This is an optimization exercise on Yosys and OpenROAD, whose aim is small area, not a production implementation. Function was checked by simulation only, so behaviour that the tests miss may differ from the original. Power figures rest on the tool's default switching activity, not on a simulated workload.

==> flow/design.v <==
module ZMEI (
  input  logic       clk,
  input  logic       reset,
  input  logic       btn1,
  input  logic       btn2,
  output logic [3:0] led
);
  localparam logic [12:0] POL    = 13'b0101010101010;
  localparam logic [12:0] T_MASK = 13'b1011111111111;
  localparam logic [12:0] T_VAL  = 13'b1101101111011;
  logic [12:0] v;
  logic [1:0]  pos;
  logic        zf;
  logic        spdm;
  logic        dir;
  logic [1:0]  spd;
  wire [12:0] s    = v ^ POL;
  wire        t    = ((s & T_MASK) == (T_VAL & T_MASK));
  wire        load = zf | t;
  logic [12:0] sload;
  always_comb begin
    case (spd)
      2'b01:   sload = 13'b0110101011110;    
      2'b10:   sload = 13'b0110111011111;    
      default: sload = 13'b0010101111111;    
    endcase
  end
  always @(posedge clk)
    v <= (load ? sload : {s[11:0], s[12] ^ s[11]}) ^ POL;
  wire [1:0] p4pos = {~dir, ~dir};           
  wire [1:0] p1pos = {dir, dir};             
  always @(posedge clk) begin
    if (!reset) begin
      pos  <= 2'd1;
      zf   <= 1'b1;
      spdm <= 1'b0;
      dir  <= 1'b0;
      spd  <= 2'b00;
    end else if (spdm) begin
      if (btn2) begin
        pos  <= 2'd1;
        zf   <= 1'b1;
        spdm <= 1'b0;
        spd  <= {spd[0], ~spd[1] & ~spd[0]};
      end
    end else if (zf) begin
      pos <= p1pos;
      zf  <= 1'b0;
    end else if (t) begin
      if (pos == p4pos) zf <= 1'b1;
      else pos <= dir ? pos - 2'd1 : pos + 2'd1;
    end else if (!btn1) begin
      pos <= 2'd2;
      zf  <= 1'b1;
      dir <= ~dir;
    end else if (!btn2) begin
      spdm <= 1'b1;
    end
  end
  always_comb begin
    if (zf && pos == 2'd1)      led = 4'b1111;
    else if (zf && pos == 2'd2) led = 4'b0000;
    else                        led = ~(4'b0001 << pos);
  end
endmodule
==> flow/flow/run.sh <==
#!/bin/bash
# Layout flow: the standard synthesis, then the combinational logic
# re-mapped for area (flip-flops untouched), then the standard layout
# with the smallest buffer on the ports and a small clock tree.
set -euo pipefail
W=$PWD
R=$W/orfs/results/$FLOW_PLATFORM/ZMEI/base
LIB=$FLOW_HOME/platforms/$FLOW_PLATFORM/lib/sky130_fd_sc_hd__tt_025C_1v80.lib
YOSYS=${YOSYS_EXE:-$(command -v yosys || echo $FLOW_HOME/../tools/install/yosys/bin/yosys)}

bash standard.sh synth > $W/synth_standard.log 2>&1
cp $R/1_2_yosys.v $W/1_2_yosys_standard.v

REMAP_LIB=$LIB REMAP_IN=$W/1_2_yosys_standard.v REMAP_OUT=$W/1_2_yosys_remap.v \
REMAP_ABC=$W/flow/area.abc REMAP_TOP=$FLOW_TOP \
REMAP_DONT_USE="*probe* *lpflow* *bleeder* *clkbuf* *clkinv* *dly*" \
  $YOSYS -c $W/flow/remap.tcl > $W/remap.log 2>&1
cp $W/1_2_yosys_remap.v $R/1_2_yosys.v
rm -f $R/1_synth.odb $R/1_synth.sdc

export BUFFER_PORTS_ARGS="-buffer_cell sky130_fd_sc_hd__buf_1"
export CTS_ARGS="-sink_clustering_enable -repair_clock_nets -dont_use_dummy_load -buf_list sky130_fd_sc_hd__clkbuf_4 -root_buf sky130_fd_sc_hd__clkbuf_4 -sink_clustering_size 30 -sink_clustering_max_diameter 100"
bash standard.sh finish > $W/layout.log 2>&1
==> flow/flow/area.abc <==
strash
dc2
dch -f
amap
topo
==> flow/flow/remap.tcl <==
# Re-map the combinational logic of the standard synthesis netlist for
# area.  The flip-flops and their instance names are left as they are.
yosys -import
set lib $::env(REMAP_LIB)
read_liberty -ignore_miss_func $lib
read_verilog -defer $::env(REMAP_IN)
hierarchy -top $::env(REMAP_TOP)
setattr -mod -set keep_hierarchy 1 sky130_fd_sc_hd__df*
setattr -mod -set keep_hierarchy 1 sky130_fd_sc_hd__conb_1
flatten
opt_clean -purge
tee -o $::env(REMAP_OUT).before.stat stat -liberty $lib
set du {}
foreach c $::env(REMAP_DONT_USE) { lappend du -dont_use $c }
abc -liberty $lib {*}$du -script $::env(REMAP_ABC)
opt_clean -purge
hilomap -singleton -hicell sky130_fd_sc_hd__conb_1 HI -locell sky130_fd_sc_hd__conb_1 LO
splitnets
opt_clean -purge
# wires left named after the flattened cells' pins
yosys rename -hide w:*.*
select -clear
tee -o $::env(REMAP_OUT).stat stat -liberty $lib
blackbox sky130_fd_sc_hd__*
write_verilog -noattr -nohex -nodec $::env(REMAP_OUT)
==> flow/standard.sh <==
#!/bin/bash
# synth_recipe.tcl (not shown) runs the flow's synth.tcl, then flattens the netlist and writes it again
# the make line also repeats each setting of config.mk as NAME=value (left out here)
make -C /OpenROAD-flow-scripts/flow DESIGN_CONFIG=/design/flow/config.mk WORK_HOME=/design/flow/orfs CLKGATE_MAP_FILE= SYNTH_SCRIPT=/design/flow/synth_recipe.tcl "${@:-finish}"
==> flow/config.mk <==
export PLATFORM = sky130hd
export DESIGN_NAME = ZMEI
export DESIGN_NICKNAME = ZMEI
export VERILOG_FILES = /design/flow/design.v
export SDC_FILE = /design/flow/constraint.sdc
export NUM_CORES = 4
export LEC_CHECK = 0
export CAP_MARGIN = 20
export CORE_AREA = 2.3 2.72 58.42 59.84
export DIE_AREA = 0 0 60.72 62.56
export SLEW_MARGIN = 20
==> flow/constraint.sdc <==
create_clock -name core_clock -period 10.0 [get_ports {clk}]
set_input_delay 2.0000 -clock core_clock [delete_from_list [all_inputs] [get_ports {clk}]]
set_output_delay 2.0000 -clock core_clock [all_outputs]
set_load 0.01 [all_outputs]
==> flow_summary.toml <==
[status]
status = "no timing/DRC/antenna violations"

[sta]
finalClockSkew_ns = 0.0155
drv_slew = 0
setup_viol = 0
finalHoldViolations = 0
max_freq_mhz = 302
max-slew-margin-rel_pct = 65.4
rsz0062_at_grt = "false"
worstMarginPinSlew_ns = 0.517
finalSetupTns_ns = 0
min_period_ns = 3.31
setup_ws_ns = 6.69
whs_ns = 0.379
period_share_pct = 33.1

[logic_synthesis]
syn_inst = 87
avgSynthCellArea_um2 = 8.36
synth_nets = 91
yosys_warnings = 1
syn_area_um2 = 727

[clocking]
cts-hold-fix-buffers = 0
clock_sinks = 20
postCtsSetupBuffers = 0
cts_resized = 0
clk_latency_ns = 0.29
cts.path.max_buffers = 2
clkSlewWorstSetupHoldPaths_ns = 0.11
numCtsBuffers = 3
cts_tree = "yes"
root_buffer = "clkbuf_4"
htreeDepth = 1

[finish]
fin_area_um2 = 833
utilization_pct = 26.0
layout_common_cells = "dfxtp_1 (20), nor2_1 (13), inv_1 (10), a21oi_1 (8), nand2_1 (8)"
diodes = 0
final_nets = 103
layout_commonest_cell = "dfxtp_1"
syn_to_final_growth_pct = 14.6
drive_gt1_share_pct = 3.09

[placement]
post-place-ws_ns = 7.00
placed_area_um2 = 811
routabilityCongestion = 0.791
io_buffers = 7
dpl.hpwl_mm = 1.07

[global_route]
grt_max_degree = 12
antenna_found_initial = 0
first_global_vias = 587
grt_usage_pct = 7.78
grt_first_pass_wirelength_mm = 2.35
globalRouteOverflowTotal = 0

[setup_path]
required_ns = 8.00
cp_data_arrival_time_ns = 1.31
cp-end-kind = "primary output"
cp-start-kind = "register"
crit_fanout = 9
crit_type = "reg -> out"

[drt]
vias = 613
met3WireLength_um = 32
wl_met1_um = 627
wl_met2_um = 645
first_pass_iters = 4
postRouteAntennaNets = 0
via_per_inst = 4.29
drc = 0
wl_per_cell_um = 9.13
dr.first_iter.drc_count = 16
highest_layer = "met3"
wirelength_mm = 1.31

[floorplanning]
initial_core_util_pct = 22.7
die_w_um = 60.7
design.die.area_mm2 = 0.00380
die_y_um = 62.6
num_rows = 21
ios = 8
core-area_mm2 = 0.00321

[pwr]
p_leak_uw = 0.000312
vdd_ir_drop_max_uv = 72.1
power_density_mw_per_mm2 = 180

[job]
maxCapViolCount = 0

[min_path]
worstHoldPathType = "reg -> reg"
worst max-delay path: stages, from the launching register on:
cell     delay (ns)
dfxtp_1        0.48
inv_1          0.19
o22ai_1        0.19
buf_1          0.17
sequential cells by signal, indices dropped and copies added, names as in the netlist:
| name | cells |
|---|---|
| v | 13 |
| spd | 2 |
| pos | 2 |
| zf | 1 |
| spdm | 1 |
| dir | 1 |
stage by stage:
| stage | total power (uW) | std cells |
|---|---|---|
| after floorplan | 109 | 87 |
| after global placement | 116 | 140 |
| after detailed placement | 116 | 140 |
| after CTS | 152 | 143 |
| after global routing | 159 | 143 |
| final | 150 | 143 |
path summary, 6_finish.rpt:
path	start	end	slack, ns	depth (start not counted)
worst max-delay path	zf	led[1]	6.69	3
worst min-delay path	v[8]	v[9]	0.38	1
worst max register to register	v[3]	pos[0]	7.74	8
worst min register to register	v[8]	v[9]	0.38	1
power breakdown:
part,internal (uW),leakage [uW],switching (uW),total [uW]
clock,14.0,0.0000138,21.7,35.7
combinational,8.33,0.000133,13.4,21.8
sequential,87.0,0.000165,5.42,92.4
total,109,0.000312,40.5,150
layer usage:
layer	global-route usage, %	vias up
li1	-	319
met1	10.7	288
met2	12.0	6
met3	1.86	0
met4	2.17	0
met5	0	-
cell type report:
type / instances / area, um^2
fill: 374 / 2370
sequential: 20 / 400
multi-input combinational: 57 / 289
tap: 46 / 57.6
inverter: 10 / 37.5
timing repair buffer: 7 / 26.3
clock buffer: 3 / 22.5

## static timing again, ports no longer ideal
How much do the figures lean on ideal ports? The routed layout below was timed once more, with nothing changed but the port constraints. Step 1 (the two cells are an assumption about what drives the block):
set clk [get_ports {clk}]
set_driving_cell -lib_cell sky130_fd_sc_hd__clkbuf_16 $clk
set_driving_cell -lib_cell sky130_fd_sc_hd__buf_2 [delete_from_list [all_inputs] $clk]
Step 2 times the ports against the registers' clock, not the clock port: input delays grow and output delays shrink by t, the midpoint of the rising clock arrivals with the driver on. Three values: ideal, step 1, step 2; two values: the first two.
t (ns): 0.301
slack for setup (ns): 6.691 / 6.674 / 6.975
worst setup path after step 2: register to output
worst slew at a driven data input, ns: 0.03
After both steps this run still meets setup and hold. The setup slack of this run moves by -0.017 ns with the drivers and by +0.284 ns with both steps.
